From an optimization exercise on the open Yosys and OpenROAD flow, aimed at small area; shortcuts taken in it are not production practice. Only simulation tests tie the RTL to the original design; equivalence was not proved. No activity file was given, so power comes from the tool's default toggle rates.

run 2:
==> flow/design.v (excerpt) <==
module top
(
    input  wire        i_wb_clk,
    input  wire        i_wb_rst,
    input  wire        i_wb_cyc,
    input  wire        i_wb_stb,
    input  wire        i_wb_we,
    input  wire [15:0] i_wb_adr,
    input  wire [15:0] i_wb_data,
    input  wire [63:0] i_DC,
    input  wire        i_extclk,
    input  wire [3:0]  i_DC_valid,
    output reg  [15:0] o_wb_data,
    output reg         o_wb_ack,
    output wire [3:0]  o_pwm
);
    function lt16;
        input [15:0] a, b;
        integer i;
        reg r;
        begin
            r = 1'b0;
            for (i = 0; i < 16; i = i + 1)
                r = (~a[i] & b[i]) | (~a[i] & r) | (b[i] & r);
            lt16 = r;
        end
    endfunction
    function [16:0] inc16;
        input [15:0] a;
        integer i;
        reg cy;
        begin
            cy = 1'b1;
            for (i = 0; i < 16; i = i + 1) begin
                inc16[i] = a[i] ^ cy;
                cy = cy & a[i];
            end
            inc16[16] = cy;
        end
    endfunction
    reg [2:0] ext_sync;
    always @(posedge i_wb_clk or posedge i_wb_rst)
        if (i_wb_rst) ext_sync <= 3'b0;
        else          ext_sync <= {ext_sync[1:0], i_extclk};
    wire ext_rise = ext_sync[1] & ~ext_sync[2];
    reg live;
    always @(posedge i_wb_clk or posedge i_wb_rst)
        if (i_wb_rst) live <= 1'b0;
        else          live <= 1'b1;
    wire access = i_wb_cyc & i_wb_stb & ~|i_wb_adr[15:4];
    wire wr     = access & i_wb_we & ~i_wb_rst;
    wire rd     = access & ~i_wb_we;
    wire [15:0] regs [0:15];
    wire [3:0]  irq;
    genvar c;
    generate
        for (c = 0; c < 4; c = c + 1) begin: ch
            reg [15:0] ctrl, period, divisor, dc;
  ...
clock: 10.0 ns
lec_check: 0
cap_margin: 0
core_margin: 2
core_utilization: 65
place_density: 0.75
slew_margin: 0
standard.sh (not shown) runs the stock make flow with config.mk's settings and CLKGATE_MAP_FILE= SYNTH_SCRIPT=/design/flow/synth_recipe.tcl, a recipe that flattens the netlist after the stock synthesis.
==> flow/flow/run.sh <==
#!/bin/bash
# The standard ORFS layout with these changes:
#  - synthesis: the standard flow's synthesis script unchanged up to technology mapping;
#    ABC maps the logic with an area-oriented script (flow/abc_area.script)
#    instead of ORFS's delay-oriented one. Registers are mapped before ABC,
#    exactly as in the standard synthesis.
#  - port buffers use the smallest buffer cell;
#  - the clock tree uses small clock buffers and no dummy loads.
set -euo pipefail
WORK=$PWD
export MY_ABC_SCRIPT=$WORK/flow/abc_area.script

# synthesis core: ORFS's synth.tcl with only the ABC call's script replaced
# (and its delay target dropped, as the area script ignores it)
python3 - "$FLOW_HOME/scripts/synth.tcl" "$WORK/synth_core.tcl" <<'PY'
import sys
s = open(sys.argv[1]).read()
old = "  log_cmd abc {*}$abc_args\n"
assert s.count(old) == 1
new = """  set abc_args [lreplace $abc_args 1 1 $::env(MY_ABC_SCRIPT)]
  set i [lsearch -exact $abc_args -D]
  if { $i >= 0 } { set abc_args [lreplace $abc_args $i [expr {$i + 1}]] }
  log_cmd abc {*}$abc_args
"""
open(sys.argv[2], "w").write(s.replace(old, new))
PY
# The standard flow's synthesis wrapper, sourcing the core above instead of ORFS's synth.tcl
python3 - "$WORK/synth_recipe.tcl" "$WORK/my_synth.tcl" "$WORK/synth_core.tcl" <<'PY'
import sys
s = open(sys.argv[1]).read()
old = "source $::env(SCRIPTS_DIR)/synth.tcl"
assert s.count(old) == 1
open(sys.argv[2], "w").write(s.replace(old, "source " + sys.argv[3]))
PY

export BUFFER_PORTS_ARGS="-buffer_cell sky130_fd_sc_hd__buf_1"
export CTS_ARGS="-sink_clustering_enable -repair_clock_nets -sink_clustering_size 16 -sink_clustering_max_diameter 55 -buf_list {sky130_fd_sc_hd__clkbuf_8} -dont_use_dummy_load"
bash standard.sh SYNTH_SCRIPT=$WORK/my_synth.tcl finish > standard_flow.log 2>&1
==> flow/flow/abc_area.script <==
strash
&get -n
&st
&dc2
&syn2
&dch -f
&nf -R 2000 -C 32 -E 30
&put
topo
Input changes introduced in run 1 (baseline for comparison: run 2):
Settings: GPL_TIMING_DRIVEN now 0, previously not set.
Notes after the runs:
Layout checks on run 1: not met. Flow itself completed; violations: max-capacitance violations, max-slew violations.
Run 2 finished end to end and its layout was clean on timing, DRC and antenna.
Relative to run 2, slew at the pin closest to its max-slew limit increased by 0.45 ns in run 1.
On post-synthesis cell area, run 2 and run 1 are basically level.
On fmax, run 1 does worse than run 2.
Quantity of gates resized following cts came out exactly the same in run 2 and run 1.
Looking at post-route minimum period, run 1 sits 0.82 ns above run 2.
[compare] base=run 2 new=run 1: routed wire length has decreased, tightest hold margin grew by 0.0057 ns.

* * *

top, a different RTL version from the one above (not shown whole).
Size in the first run: about 710 flip-flops, roughly 130 I/O pins, roughly 32000 µm² of cells after synthesis.
==> flow/config.mk <==
export PLATFORM = sky130hd
export DESIGN_NAME = top
export DESIGN_NICKNAME = top
export VERILOG_FILES = /design/flow/design.v
export SDC_FILE = /design/flow/constraint.sdc
export NUM_CORES = 4
export LEC_CHECK = 0
export CAP_MARGIN = 20
export CORE_MARGIN = 2
export CORE_UTILIZATION = 65
export PLACE_DENSITY = 0.75
export SLEW_MARGIN = 20
==> flow/constraint.sdc <==
create_clock -name core_clock -period 10.0 [get_ports {i_wb_clk}]
set_input_delay 2.0000 -clock core_clock [delete_from_list [all_inputs] [get_ports {i_wb_clk}]]
set_output_delay 2.0000 -clock core_clock [all_outputs]
set_load 0.01 [all_outputs]
==> flow/flow/run.sh <==
#!/bin/bash
# The standard ORFS layout with these changes:
#  - synthesis: the standard flow's synthesis script unchanged up to technology mapping;
#    ABC maps the logic with an area-oriented script (flow/abc_area.script)
#    instead of ORFS's delay-oriented one. Registers are mapped before ABC,
#    exactly as in the standard synthesis.
#  - port buffers use the smallest buffer cell;
#  - the clock tree uses small clock buffers and no dummy loads.
set -euo pipefail
WORK=$PWD
export MY_ABC_SCRIPT=$WORK/flow/abc_area.script

# synthesis core: ORFS's synth.tcl with only the ABC call's script replaced
# (and its delay target dropped, as the area script ignores it)
python3 - "$FLOW_HOME/scripts/synth.tcl" "$WORK/synth_core.tcl" <<'PY'
import sys
s = open(sys.argv[1]).read()
old = "  log_cmd abc {*}$abc_args\n"
assert s.count(old) == 1
new = """  set abc_args [lreplace $abc_args 1 1 $::env(MY_ABC_SCRIPT)]
  set i [lsearch -exact $abc_args -D]
  if { $i >= 0 } { set abc_args [lreplace $abc_args $i [expr {$i + 1}]] }
  log_cmd abc {*}$abc_args
"""
open(sys.argv[2], "w").write(s.replace(old, new))
PY
# The standard flow's synthesis wrapper, sourcing the core above instead of ORFS's synth.tcl
python3 - "$WORK/synth_recipe.tcl" "$WORK/my_synth.tcl" "$WORK/synth_core.tcl" <<'PY'
import sys
s = open(sys.argv[1]).read()
old = "source $::env(SCRIPTS_DIR)/synth.tcl"
assert s.count(old) == 1
open(sys.argv[2], "w").write(s.replace(old, "source " + sys.argv[3]))
PY

export BUFFER_PORTS_ARGS="-buffer_cell sky130_fd_sc_hd__buf_1"
export CTS_ARGS="-sink_clustering_enable -repair_clock_nets -sink_clustering_size 32 -sink_clustering_max_diameter 80 -buf_list {sky130_fd_sc_hd__clkbuf_16} -dont_use_dummy_load"
bash standard.sh SYNTH_SCRIPT=$WORK/my_synth.tcl finish > standard_flow.log 2>&1
==> flow/flow/abc_area.script <==
strash
&get -n
&st
&dc2
&syn2
&dch -f
&nf -R 1000
&put
strash
&get -n
&st
&dch -f
&nf -R 1000
&put
topo
Edit:
--- a/flow/flow/run.sh
+++ b/flow/flow/run.sh
@@ -36,3 +36,3 @@
 export BUFFER_PORTS_ARGS="-buffer_cell sky130_fd_sc_hd__buf_1"
-export CTS_ARGS="-sink_clustering_enable -repair_clock_nets -sink_clustering_size 32 -sink_clustering_max_diameter 80 -buf_list {sky130_fd_sc_hd__clkbuf_16} -dont_use_dummy_load"
+export CTS_ARGS="-sink_clustering_enable -repair_clock_nets -sink_clustering_size 18 -sink_clustering_max_diameter 45 -buf_list {sky130_fd_sc_hd__clkbuf_8} -dont_use_dummy_load"
 bash standard.sh SYNTH_SCRIPT=$WORK/my_synth.tcl finish > standard_flow.log 2>&1
==> flow/flow/abc_area.script (replaced) <==
strash
&get -n
&st
&dc2
&syn2
&dch -f
&nf -R 2000 -C 32 -E 30
&put
topo
Settings changed: CORE_UTILIZATION 65 to 80, PLACE_DENSITY 0.75 to 0.88.
Synthesized area goes down by 0.53%.
Utilization grows by 16 points.
Hold slack is better by 0.018 ns.
Sequential cell count does not change.
Routed wire length went up by 6.2%.
Via count goes up by 6.9%.
Design area drops by 1.1%.
Total power decreases by 1.7%.
Edit:
--- a/flow/flow/run.sh
+++ b/flow/flow/run.sh
@@ -36,3 +36,3 @@
 export BUFFER_PORTS_ARGS="-buffer_cell sky130_fd_sc_hd__buf_1"
-export CTS_ARGS="-sink_clustering_enable -repair_clock_nets -sink_clustering_size 18 -sink_clustering_max_diameter 45 -buf_list {sky130_fd_sc_hd__clkbuf_8} -dont_use_dummy_load"
+export CTS_ARGS="-sink_clustering_enable -repair_clock_nets -sink_clustering_size 16 -sink_clustering_max_diameter 55 -buf_list {sky130_fd_sc_hd__clkbuf_8} -dont_use_dummy_load"
 bash standard.sh SYNTH_SCRIPT=$WORK/my_synth.tcl finish > standard_flow.log 2>&1
==> flow/flow/abc_area.script (replaced) <==
strash
&get -n
&st
&dc2
&syn2
&dch -f
&nf -R 1000
&put
strash
&get -n
&st
&dch -f
&nf -R 1000
&put
topo
Settings changed: CORE_UTILIZATION 80 to 65, PLACE_DENSITY 0.88 to 0.75.
What happened: The new run completed without violations. Clock skew fell by 0.020 ns. Die area rose by a quarter to a third. Clock-buffer cell count fell by 4.

* * *

## ember
The RTL this note starts from:
==> flow/design.v <==
module top
(
    input  wire        i_wb_clk,
    input  wire        i_wb_rst,
    input  wire        i_wb_cyc,
    input  wire        i_wb_stb,
    input  wire        i_wb_we,
    input  wire [15:0] i_wb_adr,
    input  wire [15:0] i_wb_data,
    input  wire [63:0] i_DC,
    input  wire        i_extclk,
    input  wire [3:0]  i_DC_valid,
    output reg  [15:0] o_wb_data,
    output reg         o_wb_ack,
    output wire [3:0]  o_pwm
);
    function lt16;
        input [15:0] a, b;
        integer i;
        reg r;
        begin
            r = 1'b0;
            for (i = 0; i < 16; i = i + 1)
                r = (~a[i] & b[i]) | (~a[i] & r) | (b[i] & r);
            lt16 = r;
        end
    endfunction
    function [16:0] inc16;
        input [15:0] a;
        integer i;
        reg cy;
        begin
            cy = 1'b1;
            for (i = 0; i < 16; i = i + 1) begin
                inc16[i] = a[i] ^ cy;
                cy = cy & a[i];
            end
            inc16[16] = cy;
        end
    endfunction
    reg [2:0] ext_sync;
    always @(posedge i_wb_clk or posedge i_wb_rst)
        if (i_wb_rst) ext_sync <= 3'b0;
        else          ext_sync <= {ext_sync[1:0], i_extclk};
    wire ext_rise = ext_sync[1] & ~ext_sync[2];
    reg live;
    always @(posedge i_wb_clk or posedge i_wb_rst)
        if (i_wb_rst) live <= 1'b0;
        else          live <= 1'b1;
    wire access = i_wb_cyc & i_wb_stb & ~|i_wb_adr[15:4];
    wire wr     = access & i_wb_we;
    wire [15:0] regs [0:15];
    wire [3:0]  irq;
    genvar c;
    generate
        for (c = 0; c < 4; c = c + 1) begin: ch
            reg [15:0] ctrl, period, divisor, dc;
            always @(posedge i_wb_clk or posedge i_wb_rst)
                if (i_wb_rst)                          ctrl <= 16'b0;
                else if (wr && i_wb_adr[3:0] == 4*c)   ctrl <= i_wb_data;
                else if (irq[c])                       ctrl[5] <= 1'b1;
            always @(posedge i_wb_clk or posedge i_wb_rst)
                if (i_wb_rst)                          period <= 16'b0;
                else if (wr && i_wb_adr[3:0] == 4*c+1) period <= i_wb_data;
            always @(posedge i_wb_clk or posedge i_wb_rst)
                if (i_wb_rst)                          divisor <= 16'b0;
                else if (wr && i_wb_adr[3:0] == 4*c+2) divisor <= i_wb_data;
            always @(posedge i_wb_clk or posedge i_wb_rst)
                if (i_wb_rst)                          dc <= 16'b0;
                else if (wr && i_wb_adr[3:0] == 4*c+3) dc <= i_wb_data;
            assign regs[4*c]   = ctrl;
            assign regs[4*c+1] = period;
            assign regs[4*c+2] = divisor;
            assign regs[4*c+3] = dc;
            wire tick = ~ctrl[0] | ext_rise;
            reg [15:0] dsync;
            reg [14:0] count;
            reg        slow;
            always @(posedge i_wb_clk)
                if (tick) dsync <= divisor;
            wire        den    = live & |dsync[15:1];
            wire        cinc   = ~dsync[0] | slow;
            wire [16:0] cnt1x  = inc16({1'b0, count});
            wire [14:0] cnt1   = cnt1x[14:0];
            wire        toggle = den & ((cinc ? cnt1 : count) == dsync[15:1]);
            wire        st     = tick & (~den | (toggle & ~slow));
            always @(posedge i_wb_clk)
                if (~live) begin
                    count <= 15'b0;
                    slow  <= 1'b0;
                end else if (tick & den) begin
                    if (toggle) begin
                        count <= 15'b0;
                        slow  <= ~slow;
                    end else
                        count <= cnt1;
                end
            reg [15:0] pmc;
            reg sw_s, irq_s, en_s, mode_s, tm_s;
            reg [15:0] counter;
            reg mode_prev, counts;
            always @(posedge i_wb_clk)
                if (st) begin
                    pmc <= period; sw_s <= ctrl[7]; irq_s <= ctrl[5]; tm_s <= ctrl[3];
                    en_s <= ctrl[2]; mode_s <= ctrl[1];
                end
            wire [16:0] incx = inc16(counter);
            wire [15:0] inc  = incx[15:0];
            wire        lt   = lt16(counter, pmc - {15'b0, mode_s});
            wire        stop = ~tm_s & counts;
            always @(posedge i_wb_clk)
                if (~live) begin
                    counter <= 16'b0; mode_prev <= 1'b0; counts <= 1'b0;
                end else if (st) begin
                    if (sw_s) begin
                        counter <= 16'b0; mode_prev <= 1'b0; counts <= 1'b0;
                    end else begin
                        mode_prev <= mode_s;
                        if (en_s & ~mode_s & ~stop & ~lt) counts <= 1'b1;
                        else if (~irq_s)                  counts <= 1'b0;
                        if (en_s) begin
                            if (lt & (mode_s | ~stop)) counter <= inc;
                            else                       counter <= 16'b0;
                        end else if (~mode_s & mode_prev)
                            counter <= 16'b0;
                    end
                end
            reg [15:0] psync, dcs;
            reg pm_s, pe_s, dsel_s;
            reg pwm_calc, timer, irq_flag;
            always @(posedge i_wb_clk or posedge i_wb_rst)
                if (i_wb_rst)  pe_s <= 1'b0;
                else if (tick) pe_s <= ctrl[2];
            always @(posedge i_wb_clk)
                if (tick) begin
                    psync <= period; dcs <= dc; pm_s <= ctrl[1]; dsel_s <= ctrl[6];
                end
            wire [15:0] dcx  = dsel_s ? (i_DC_valid[c] ? i_DC[16*c +: 16] : 16'b0) : dcs;
            wire        gt   = lt16(psync, dcx);
            wire        ltb  = lt16(counter, (pm_s & ~gt) ? dcx : psync);
            always @(posedge i_wb_clk or posedge i_wb_rst)
                if (i_wb_rst) begin
                    pwm_calc <= 1'b0; timer <= 1'b0; irq_flag <= 1'b0;
                end else if (tick) begin
                    if (pm_s & pe_s) pwm_calc <= ltb;
                    timer <= ~pm_s & pe_s & ~ltb;
                    if (~pm_s & pe_s & ~ltb) irq_flag <= 1'b1;
                end
            assign irq[c] = irq_flag;
            assign o_pwm[c] = ~ctrl[7] & (ctrl[1] ? (gt | pwm_calc) : timer);
        end
    endgenerate
    always @(posedge i_wb_clk or posedge i_wb_rst)
        if (i_wb_rst) begin
            o_wb_ack  <= 1'b0;
            o_wb_data <= 16'b0;
        end else begin
            o_wb_ack <= access;
            if (access & ~i_wb_we) o_wb_data <= regs[i_wb_adr[3:0]];
        end
endmodule
clock: 10.0 ns
lec_check: 0
cap_margin: 20
core_margin: 2
core_utilization: 65
place_density: 0.75
slew_margin: 20
==> flow/flow/run.sh <==
#!/bin/bash
# The standard ORFS layout with these changes:
#  - synthesis: the standard flow's synthesis script unchanged up to technology mapping;
#    ABC maps the logic with an area-oriented script (flow/abc_area.script)
#    instead of ORFS's delay-oriented one. Registers are mapped before ABC,
#    exactly as in the standard synthesis.
#  - port buffers use the smallest buffer cell;
#  - the clock tree uses small clock buffers and no dummy loads.
set -euo pipefail
WORK=$PWD
export MY_ABC_SCRIPT=$WORK/flow/abc_area.script

# synthesis core: ORFS's synth.tcl with only the ABC call's script replaced
# (and its delay target dropped, as the area script ignores it)
python3 - "$FLOW_HOME/scripts/synth.tcl" "$WORK/synth_core.tcl" <<'PY'
import sys
s = open(sys.argv[1]).read()
old = "  log_cmd abc {*}$abc_args\n"
assert s.count(old) == 1
new = """  set abc_args [lreplace $abc_args 1 1 $::env(MY_ABC_SCRIPT)]
  set i [lsearch -exact $abc_args -D]
  if { $i >= 0 } { set abc_args [lreplace $abc_args $i [expr {$i + 1}]] }
  log_cmd abc {*}$abc_args
"""
open(sys.argv[2], "w").write(s.replace(old, new))
PY
# The standard flow's synthesis wrapper, sourcing the core above instead of ORFS's synth.tcl
python3 - "$WORK/synth_recipe.tcl" "$WORK/my_synth.tcl" "$WORK/synth_core.tcl" <<'PY'
import sys
s = open(sys.argv[1]).read()
old = "source $::env(SCRIPTS_DIR)/synth.tcl"
assert s.count(old) == 1
open(sys.argv[2], "w").write(s.replace(old, "source " + sys.argv[3]))
PY

export BUFFER_PORTS_ARGS="-buffer_cell sky130_fd_sc_hd__buf_1"
export CTS_ARGS="-sink_clustering_enable -repair_clock_nets -sink_clustering_size 16 -sink_clustering_max_diameter 55 -buf_list {sky130_fd_sc_hd__clkbuf_8} -dont_use_dummy_load"
bash standard.sh SYNTH_SCRIPT=$WORK/my_synth.tcl finish > standard_flow.log 2>&1
==> flow/flow/abc_area.script <==
strash
&get -n
&st
&dc2
&syn2
&dch -f
&nf -R 2000 -C 32 -E 30
&put
topo
ember completed every stage of the flow, and the final layout passed the timing, DRC and antenna checks.
#### Input delta (onyx over ember)
-- flow/flow/run.sh --
<<< ember, line 37
export CTS_ARGS="-sink_clustering_enable -repair_clock_nets -sink_clustering_size 16 -sink_clustering_max_diameter 55 -buf_list {sky130_fd_sc_hd__clkbuf_8} -dont_use_dummy_load"
>>> onyx, line 37
export CTS_ARGS="-sink_clustering_enable -repair_clock_nets -sink_clustering_size 14 -sink_clustering_max_diameter 40 -buf_list {sky130_fd_sc_hd__clkbuf_8} -dont_use_dummy_load"
==> flow/flow/abc_area.script <==
strash
&get -n
&st
&dc2
&syn2
&dch -f
&nf -R 1000
&put
strash
&get -n
&st
&dch -f
&nf -R 1000
&put
topo
## What came out
Changes observed in onyx relative to ember: via count of the routed design climbed 1.5%, die area saw an increase, proportion of synthesized area in mux cells about even.
ember reports its slowest cell on the critical path as o21ai_0 while onyx reports and2_0.
> inputs changed (onyx -> zinc)
-- flow/flow/run.sh --
<<< onyx, line 37
export CTS_ARGS="-sink_clustering_enable -repair_clock_nets -sink_clustering_size 14 -sink_clustering_max_diameter 40 -buf_list {sky130_fd_sc_hd__clkbuf_8} -dont_use_dummy_load"
>>> zinc, line 37
export CTS_ARGS="-sink_clustering_enable -repair_clock_nets -sink_clustering_size 16 -sink_clustering_max_diameter 55 -buf_list {sky130_fd_sc_hd__clkbuf_8} -dont_use_dummy_load"
==> flow/flow/abc_area.script <==
strash
&get -n
&st
&dc2
&syn2
&dch -f
&nf -R 2000 -C 32 -E 30
&put
topo
-- flow/config.mk --
<<< onyx, line 8
export CAP_MARGIN = 20
>>> zinc, line 8
export CAP_MARGIN = 0
<<< onyx, line 12
export SLEW_MARGIN = 20
>>> zinc, line 12
export SLEW_MARGIN = 0
--- outcome ---
Delta (zinc minus onyx): number of fill cells in the layout has decreased; share of power burned in the clock network has decreased; area of the die has decreased.
Diff onyx -> zinc: clock latency on the worst-skew pair neither gained nor lost much, length of the first detailed-routing pass in iterations lost 1, clock buffer count in the final layout lost 40%.
onyx was larger in final cell area than zinc.
Compared with onyx, zinc has less setup slack.

## what the ideal ports hide
How much do the figures lean on ideal ports? The routed layouts below were timed once more, with nothing changed but the port constraints. Step 1: set_driving_cell puts a clkbuf_16 on i_wb_clk and a buf_2 on each other input, an assumption about the parent block. Step 2 adds t to the input delays and takes it off the output delays; t is the mean of the earliest and latest rising clock arrival at the registers after step 1. Input paths then give back, and output paths get back, about the clock's delay inside the block. a / b / c = ideal ports / drivers / drivers and shift; a / b = the first two.
| run | t (ns) | slack for setup (ns) | worst hold slack (ns) | clock arrival spread, ns |
|---|---|---|---|---|
| run 2 | 0.736 | 1.368 / 1.408 / 0.672 | 0.354 / 0.354 / 0.354 | 0.080 / 0.080 |
| run 1 | 0.756 | 0.546 / 0.577 / -0.179 | 0.360 / 0.360 / 0.360 | 0.101 / 0.101 |
| the first run of note 2 | 0.640 | 1.704 / 1.738 / 1.098 | 0.365 / 0.365 / 0.365 | 0.062 / 0.062 |
| the second run of note 2 | 0.752 | 1.262 / 1.291 / 0.539 | 0.382 / 0.382 / 0.382 | 0.079 / 0.079 |
| the third run of note 2 | 0.749 | 1.784 / 1.818 / 1.069 | 0.374 / 0.374 / 0.374 | 0.066 / 0.066 |
| ember | 0.739 | 1.591 / 1.627 / 0.888 | 0.373 / 0.373 / 0.373 | 0.060 / 0.060 |
| onyx | 0.733 | 1.736 / 1.771 / 1.038 | 0.364 / 0.364 / 0.364 | 0.082 / 0.082 |
| zinc | 0.736 | 1.594 / 1.627 / 0.891 | 0.375 / 0.375 / 0.375 | 0.068 / 0.067 |
For run 1, which loses most, drivers alone change the setup slack by +0.031 ns; drivers and shift together by -0.725 ns.
